What follows belongs to an exercise in optimizing a design on an open flow for small area, a short achievable clock period and few clock cycles; a production flow would make more cautious choices.
Where RTL was checked, it was by simulation tests only, not by an equivalence proof against the original.
The RTL of run 1 was laid out without a check of its function.

==> flow/design.v (outline; a module is shown in full before it is edited, if it fits) <==
// module brv32p_muldiv: 1437 lines
module brv32p_muldiv (
  input  logic        clk,
  input  logic        rst_n,
  input  logic        start,
  input  logic        hold,        
  input  logic [2:0]  op,          
  input  logic [31:0] a,           
  input  logic [31:0] b,           
  output logic [31:0] result,
  output logic        busy,
  output logic        valid        
);
  // ...
==> flow/flow/run.sh <==
#!/bin/bash
# Own flow: the standard layout, except that the synthesis maps the logic
# with an area-oriented ABC script (flow/abc_area.script) in place of ORFS's
# speed script. Everything else, registers included, is the standard synthesis:
# the same synth_recipe.tcl and ORFS synth.tcl, with only the abc call's script
# swapped. Timing is then repaired by the standard placement and CTS steps.
# Port buffers are buf_2 cells instead of ORFS's default pick.
set -euo pipefail
W=$(pwd)
FLOWDIR=$(cd "$(dirname "${BASH_SOURCE[0]}")" && pwd)

# ORFS synth.tcl with the abc script replaced
sed "s#log_cmd abc {\*}\$abc_args#log_cmd abc {*}[lreplace \$abc_args 0 1 -script $FLOWDIR/abc_area.script]#" \
  "$FLOW_HOME/scripts/synth.tcl" > "$W/own_synth_body.tcl"
grep -q "abc_area.script" "$W/own_synth_body.tcl"
sed "s#source \$::env(SCRIPTS_DIR)/synth.tcl#source $W/own_synth_body.tcl#" \
  "$W/synth_recipe.tcl" > "$W/own_synth.tcl"
grep -q "own_synth_body.tcl" "$W/own_synth.tcl"

# standard.sh with the synthesis script swapped, for the synthesis step only
sed "s#SYNTH_SCRIPT=[^ ]*#SYNTH_SCRIPT=$W/own_synth.tcl#" "$W/standard.sh" > "$W/own_standard.sh"
grep -q "own_synth.tcl" "$W/own_standard.sh"
# standard.sh whose port buffers are buf_2 cells (ORFS's default pick is a
# delay cell); every port still gets its buffer
sed "s#CLKGATE_MAP_FILE= #CLKGATE_MAP_FILE= BUFFER_PORTS_ARGS=-buffer_cell\\\\ sky130_fd_sc_hd__buf_2 #" "$W/standard.sh" > "$W/own_finish.sh"
grep -q "BUFFER_PORTS_ARGS" "$W/own_finish.sh"

bash "$W/own_standard.sh" synth > "$W/synth_make.log" 2>&1
bash "$W/own_finish.sh" finish > "$W/finish_make.log" 2>&1
test -f "$W/out/final.def"
==> flow/flow/abc_area.script <==
&get -n
&st
&dch
&nf -D 11000
&put
topo
stime -c
==> flow/standard.sh <==
#!/bin/bash
# synth_recipe.tcl (not shown) runs the flow's synth.tcl, then flattens the netlist and writes it again
# the make line also repeats each setting of config.mk as NAME=value (left out here)
make -C /OpenROAD-flow-scripts/flow DESIGN_CONFIG=/design/flow/config.mk WORK_HOME=/design/flow/orfs CLKGATE_MAP_FILE= SYNTH_SCRIPT=/design/flow/synth_recipe.tcl "${@:-finish}"
==> flow/config.mk <==
export PLATFORM = sky130hd
export DESIGN_NAME = brv32p_muldiv
export DESIGN_NICKNAME = brv32p_muldiv
export VERILOG_FILES = /design/flow/design.v
export SDC_FILE = /design/flow/constraint.sdc
export NUM_CORES = 8
export LEC_CHECK = 0
export CAP_MARGIN = 20
export CORE_MARGIN = 2
export CORE_UTILIZATION = 60
export PLACE_DENSITY = 0.75
export SETUP_SLACK_MARGIN = 2
export SLEW_MARGIN = 20
==> flow/constraint.sdc <==
create_clock -name core_clock -period 16.0 [get_ports {clk}]
set_input_delay 3.2000 -clock core_clock [delete_from_list [all_inputs] [get_ports {clk}]]
set_output_delay 3.2000 -clock core_clock [all_outputs]
set_load 0.01 [all_outputs]
==> results.toml, run 1 <==
[cells_and_area]
clockBufferCount = 9
final_common_cell = "xor2_1"
regMostFlops = "dv_r"
seq_share_pct = 6.57
nonClkBufAreaFrac_pct = 3.91
final_util_pct = 65.9
top_regs = "dv_r (36), rem_r (32), quo_r (30)"
design_area_um2 = 44200
multi_input_area_um2 = 37000
diodes = 1

[timing]
fin_setup_tns_ns = 0
slew_violations = 0
fin_worst_skew_ns = 0.0136
tightest_slew_ns = 1.22
relSlewSlack_pct = 18.3

[synthesis]
syn-cell-area_um2 = 40700
synth_commonest_cells = "xor2_1, a22oi_1, fa_1, a21oi_1, nand2_1"
synth.most_common_cell = "xor2_1"
synth_compound_area_share_pct = 25.9
synth_top_family_by_area = "adder cells"
ys_seq_area_share_pct = 7.14
avgSynthCellArea_um2 = 8.42

[run]
max-cap-violations = 0

[global_routing]
grt_max_degree = 83
met2_usage_pct = 74.5
grt_pass1_vias = 42200

[routing]
met3_length_um = 20400
final_antenna_net_count = 0
drt_first_iter_violations = 4996
route.detailed.wl_per_inst_um = 28.3

[cts]
cts_made_buffers = 9
ctsHoldBuffers = 0
htree_num_levels = 3

[critical_path]
r2r-start = "dv_r[6]$_DFFE_PP_"

[outcome]
outcome = "complete, no violations"

[die]
start_util_pct = 60.6
==> run 2: changes to the inputs <==
--- a/flow/design.v
+++ b/flow/design.v
@@ -1292,18 +1292,21 @@
   logic [31:0] abs_a, b_nx, b_mag;
   assign div_signed = ~op[0];                  
   assign a_neg = div_signed & a[31];
   assign b_neg = div_signed & b[31];
   assign d_cin = ~b_neg;
   assign abs_a = a_neg ? (~a + 32'd1) : a;
   assign b_nx  = b_neg ? b : ~b;               
   assign b_mag = ~b_nx;                        
-  logic b_zero;
+  logic b_zero, a_lt_b;
+  logic [32:0] cmp;
   assign b_zero = (b == 32'd0);
+  assign cmp    = {1'b0, abs_a} + {1'b1, b_nx} + {32'd0, d_cin};
+  assign a_lt_b = cmp[32];
   function automatic logic [5:0] bitlen(input logic [31:0] x);
     logic [15:0] z1; logic [15:0] c1;
     logic [7:0]  z2; logic [15:0] c2;
     logic [3:0]  z3; logic [11:0] c3;
     logic [1:0]  z4; logic [7:0]  c4;
     logic        z5; logic [4:0]  c5;
     for (int i = 0; i < 16; i++) begin
       z1[i] = ~(x[2*i+1] | x[2*i]);
@@ -1351,17 +1354,17 @@
   logic        div_active;
   logic [3:0]  div_cnt;                        
   logic        div_rem;
   logic        neg_q, neg_r, cin_r;
   logic [31:0] rem_r, quo_r;
   logic [35:0] dv_r;
   logic is_div_op, div_launch, div_fast;
   assign is_div_op  = op[2];
-  assign div_fast   = b_zero | (len_a < len_b);    
+  assign div_fast   = b_zero | a_lt_b;
   assign div_launch = start && !div_active && is_div_op && !div_fast;
   logic [31:0] rem_n, quo_n, rem_2, quo_2;
   logic [35:0] dv_n;
   always_comb begin
     logic [31:0] rm, qv;
     logic [35:0] dv;
     logic [36:0] diff;
     rm = rem_r;
==> flow/flow/run.sh (replaced) <==
#!/bin/bash
# Own flow: the standard layout, except that the synthesis maps the logic
# with an area-oriented ABC script (flow/abc_area.script) in place of ORFS's
# speed script. Everything else, registers included, is the standard synthesis:
# the same synth_recipe.tcl and ORFS synth.tcl, with only the abc call's script
# swapped. Timing is then repaired by the standard placement and CTS steps.
set -euo pipefail
W=$(pwd)
FLOWDIR=$(cd "$(dirname "${BASH_SOURCE[0]}")" && pwd)

# ORFS synth.tcl with the abc script replaced
sed "s#log_cmd abc {\*}\$abc_args#log_cmd abc {*}[lreplace \$abc_args 0 1 -script $FLOWDIR/abc_area.script]#" \
  "$FLOW_HOME/scripts/synth.tcl" > "$W/own_synth_body.tcl"
grep -q "abc_area.script" "$W/own_synth_body.tcl"
sed "s#source \$::env(SCRIPTS_DIR)/synth.tcl#source $W/own_synth_body.tcl#" \
  "$W/synth_recipe.tcl" > "$W/own_synth.tcl"
grep -q "own_synth_body.tcl" "$W/own_synth.tcl"

# standard.sh with the synthesis script swapped, for the synthesis step only
sed "s#SYNTH_SCRIPT=[^ ]*#SYNTH_SCRIPT=$W/own_synth.tcl#" "$W/standard.sh" > "$W/own_standard.sh"
grep -q "own_synth.tcl" "$W/own_standard.sh"

bash "$W/own_standard.sh" synth > "$W/synth_make.log" 2>&1
bash "$W/standard.sh" finish > "$W/finish_make.log" 2>&1
test -f "$W/out/final.def"
==> flow/config.mk (replaced) <==
export PLATFORM = sky130hd
export DESIGN_NAME = brv32p_muldiv
export DESIGN_NICKNAME = brv32p_muldiv
export VERILOG_FILES = /design/flow/design.v
export SDC_FILE = /design/flow/constraint.sdc
export NUM_CORES = 8
export LEC_CHECK = 0
export CAP_MARGIN = 20
export CORE_MARGIN = 2
export CORE_UTILIZATION = 45
export PLACE_DENSITY = 0.6
export SETUP_SLACK_MARGIN = 2
export SLEW_MARGIN = 20
==> run 2 against run 1 <==
  * Still clean
  * Design area increased by 5.2%
  * Die area increased by 34%
  * Via count decreased by 1.0%
  * Critical path depth increased by 7
  * Sequential share of layout area decreased by 0.33 points
  * Global-route usage decreased by 9.1 points
  * Critical endpoint is now result[28]
==> results.toml, run 2 <==
[critical_path]
cp-start-kind = "primary input"
end_kind = "output pin"
slowest_stage = "fa_1"
path_max_fanout = 10
slowest_delay_ns = 0.63
crit_family = "adder cells"
required_ns = 12.80
crit_arrival_ns = 10.77
worst-setup-path-type = "primary input to output pin"
worst-path-buf-inv = 7
cpMostUsedCell = "fa_1"

[synthesis]
synth_area_leaders = "fa_1, a22oi_1, ha_1"
async_reset_ff_share_pct = 0.935
synth_commonest_cells = "a22oi_1, fa_1, a21oi_1, xor2_1, nand2_1"
synth_top_family_by_area = "adder cells"
synthesis.nets = 5663
synth_compound_area_share_pct = 26.8
ys_types = 65
synthXorXnorAreaFrac_pct = 17.6
postSynthCellCount = 4817
synth-simple-area-share_pct = 11.2
synth.most_common_cell = "a22oi_1"
yosysTopAreaCell = "fa_1"
muxShareOfSynthArea_pct = 1.88
avgSynthCellArea_um2 = 8.50
yosysWarnings = 1
yosysTopAreaCellShare_pct = 22.7
synth_flop_cell = "edfxtp_1"
synth-seq-cells = 107
synth_fa_ha_area_share_pct = 32.2
synth_edf_count = 76
syn-cell-area_um2 = 40900
ys_seq_area_share_pct = 7.10

[timing]
fin_worst_skew_ns = 0.0130
rsz0062_at_grt = "true"
tightest_slew_ns = 1.13
relSlewSlack_pct = 24.9
finalSetupViolCount = 0
fin_crit_ns = 13.97
hold_violations = 0
slew_violations = 0
fmax_ghz = 0.0716
fin_setup_tns_ns = 0
post-route-period-util_pct = 87.3
setup_ws_ns = 2.03

[die]
core-area_um2 = 90100
start_util_pct = 45.4
num_rows = 110
die_h_um = 306
die_w_um = 306
fp.dieArea_um2 = 93400
io_pins = 105

[cells_and_area]
synthToLayoutAreaGrowth_pct = 13.7
area.sequential_um2 = 2910
fill_cells = 8693
final_util_pct = 51.6
layout_common_cells = "a22oi_1, fa_1, xor2_1"
multi_input_area_um2 = 37600
final_nets = 6007
top_regs = "dv_r (36), rem_r (32), quo_r (30)"
final_common_cell = "a22oi_1"
largest_register_ffs = 36
drive_gt1_share_pct = 8.50
regMostFlops = "dv_r"

[outcome]
outcome = "complete, no violations"

[routing]
dr.pass1.iters = 9
routed_wl_um = 181000
drt_first_iter_violations = 4962
route.detailed.wl_per_inst_um = 28.5
final_antenna_net_count = 0
vias = 42000
drc = 0
viasPerCell = 6.61

[cts]
clock-sinks = 107
insertion_delay_ns = 0.40
htree_num_levels = 3
cts_root_buffer = "clkbuf_16"
cts_tree = "yes"
clock_path_buffers = 2
clk_pin_slew_worst_paths_ns = 0.08
cts_made_buffers = 9

[run]
max-cap-violations = 0

[global_routing]
grt_pass1_wl_um = 270000
antenna_found_initial = 8
grt_pass1_vias = 42300
grt_overflow_total = 0
grt_use_total_pct = 38.0
grt_max_degree = 75

[placement]
port_buffers = 104
dp_hpwl_um = 138000
gp_congestion = 0.986
pre_cts_ws_ns = 0.440

[min_path]
hp-class = "flip-flop to flip-flop"
run 2: stage by stage:
stage               hold WS [ns]  area [um^2]  cells
global placement           0.462        44800   6258
global route               0.503        46500   6343
floorplan                  0.442        41000   4817
finish                     0.485        46500   6347
CTS                        0.480        46100   6328
detailed placement         0.460        44800   6258
run 2: worst paths after layout:
check | to | from | slack, ns | cells after the start
max | result[28] | b[11] | 2.03 | 29
min reg2reg | quo_r[27]$_SDFFE_PP0P_ | quo_r[27]$_SDFFE_PP0P_ | 0.49 | 1
max in group asynchronous | div_active$_DFFE_PN0P_ | rst_n | 12.97 | 1
min | quo_r[27]$_SDFFE_PP0P_ | quo_r[27]$_SDFFE_PP0P_ | 0.49 | 1
max reg2reg | rem_r[31]$_DFFE_PP_ | dv_r[8]$_DFFE_PP_ | 2.92 | 47
min in group asynchronous | div_active$_DFFE_PN0P_ | rst_n | 2.94 | 1
run 2: cells by family after synthesis:
logic type	after synthesis
AOI/OAI and AO/OA	1684
xor gates and xnor gates	825
adders and majority gates	775
buffers and inverters	351
DFF	107
muxes	71
other	1
and+or+nand+nor	1003
run 2: layer usage:
layer | GRT usage (%) | up-vias | part of all wire, % | wire, um
li1 | - | 18400 | - | -
met3 | 8.00 | 543 | 11 | 19200
met5 | 0 | - | 0.020 | 37
met2 | 60.2 | 2563 | 45 | 80600
met4 | 17.9 | 6 | 5.7 | 10300
met1 | 49.6 | 20500 | 39 | 70900
run 2: timing repair:
item / CTS / global route
hold buffers: 0 / 0
setup endpoints to repair: 32 / 61
setup buffers: 51 / 12
gates cloned: 3 / 2
gates resized for setup: 164 / 132
pin swaps: 13 / 31
run 2: layout make-up:
cell class              count  area share (%)
diodes                      5          0.0269
clock buffers               9           0.484
clock inverters             7           0.196
inverters                 351            2.85
multi-input cells        4361            80.7
flip-flops and latches    107            6.25
well taps                1176            3.16
repair buffers            331            6.29
Testbench counts of run 2, summed over its fixed seeds: cycles 17,182.

==> afterwards: timing with drivers on the ports <==
In the flow no input, the clock included, has a driving cell. The finished layouts below were timed again as built, in two steps.
Step 1 (the two cells are an assumption about what drives the block):
set clk [get_ports {clk}]
set_driving_cell -lib_cell sky130_fd_sc_hd__clkbuf_16 $clk
set_driving_cell -lib_cell sky130_fd_sc_hd__buf_2 [delete_from_list [all_inputs] $clk]
Step 2, shift: input delay + t, output delay - t, t = (earliest + latest rising clock arrival at the registers) / 2. This alone moves slack from input paths to output paths.
a / b / c = ideal / step 1 / step 2; a / b = the first two.
| run | t (ns) | setup WS [ns] | hold slack, ns | worst setup path at the end | pins driven straight from the clock port |
|---|---|---|---|---|---|
| run 1 | 0.433 | 2.064 / 2.041 / 2.041 | 0.490 / 0.490 / 0.490 | input to output | 1 |
| run 2 | 0.442 | 2.034 / 2.017 / 2.017 | 0.485 / 0.485 / 0.485 | input to output | 1 |
After both steps every run listed still meets setup and hold. The setup slack of run 1, which loses most, moves by -0.023 ns with the drivers and by -0.023 ns with both steps.
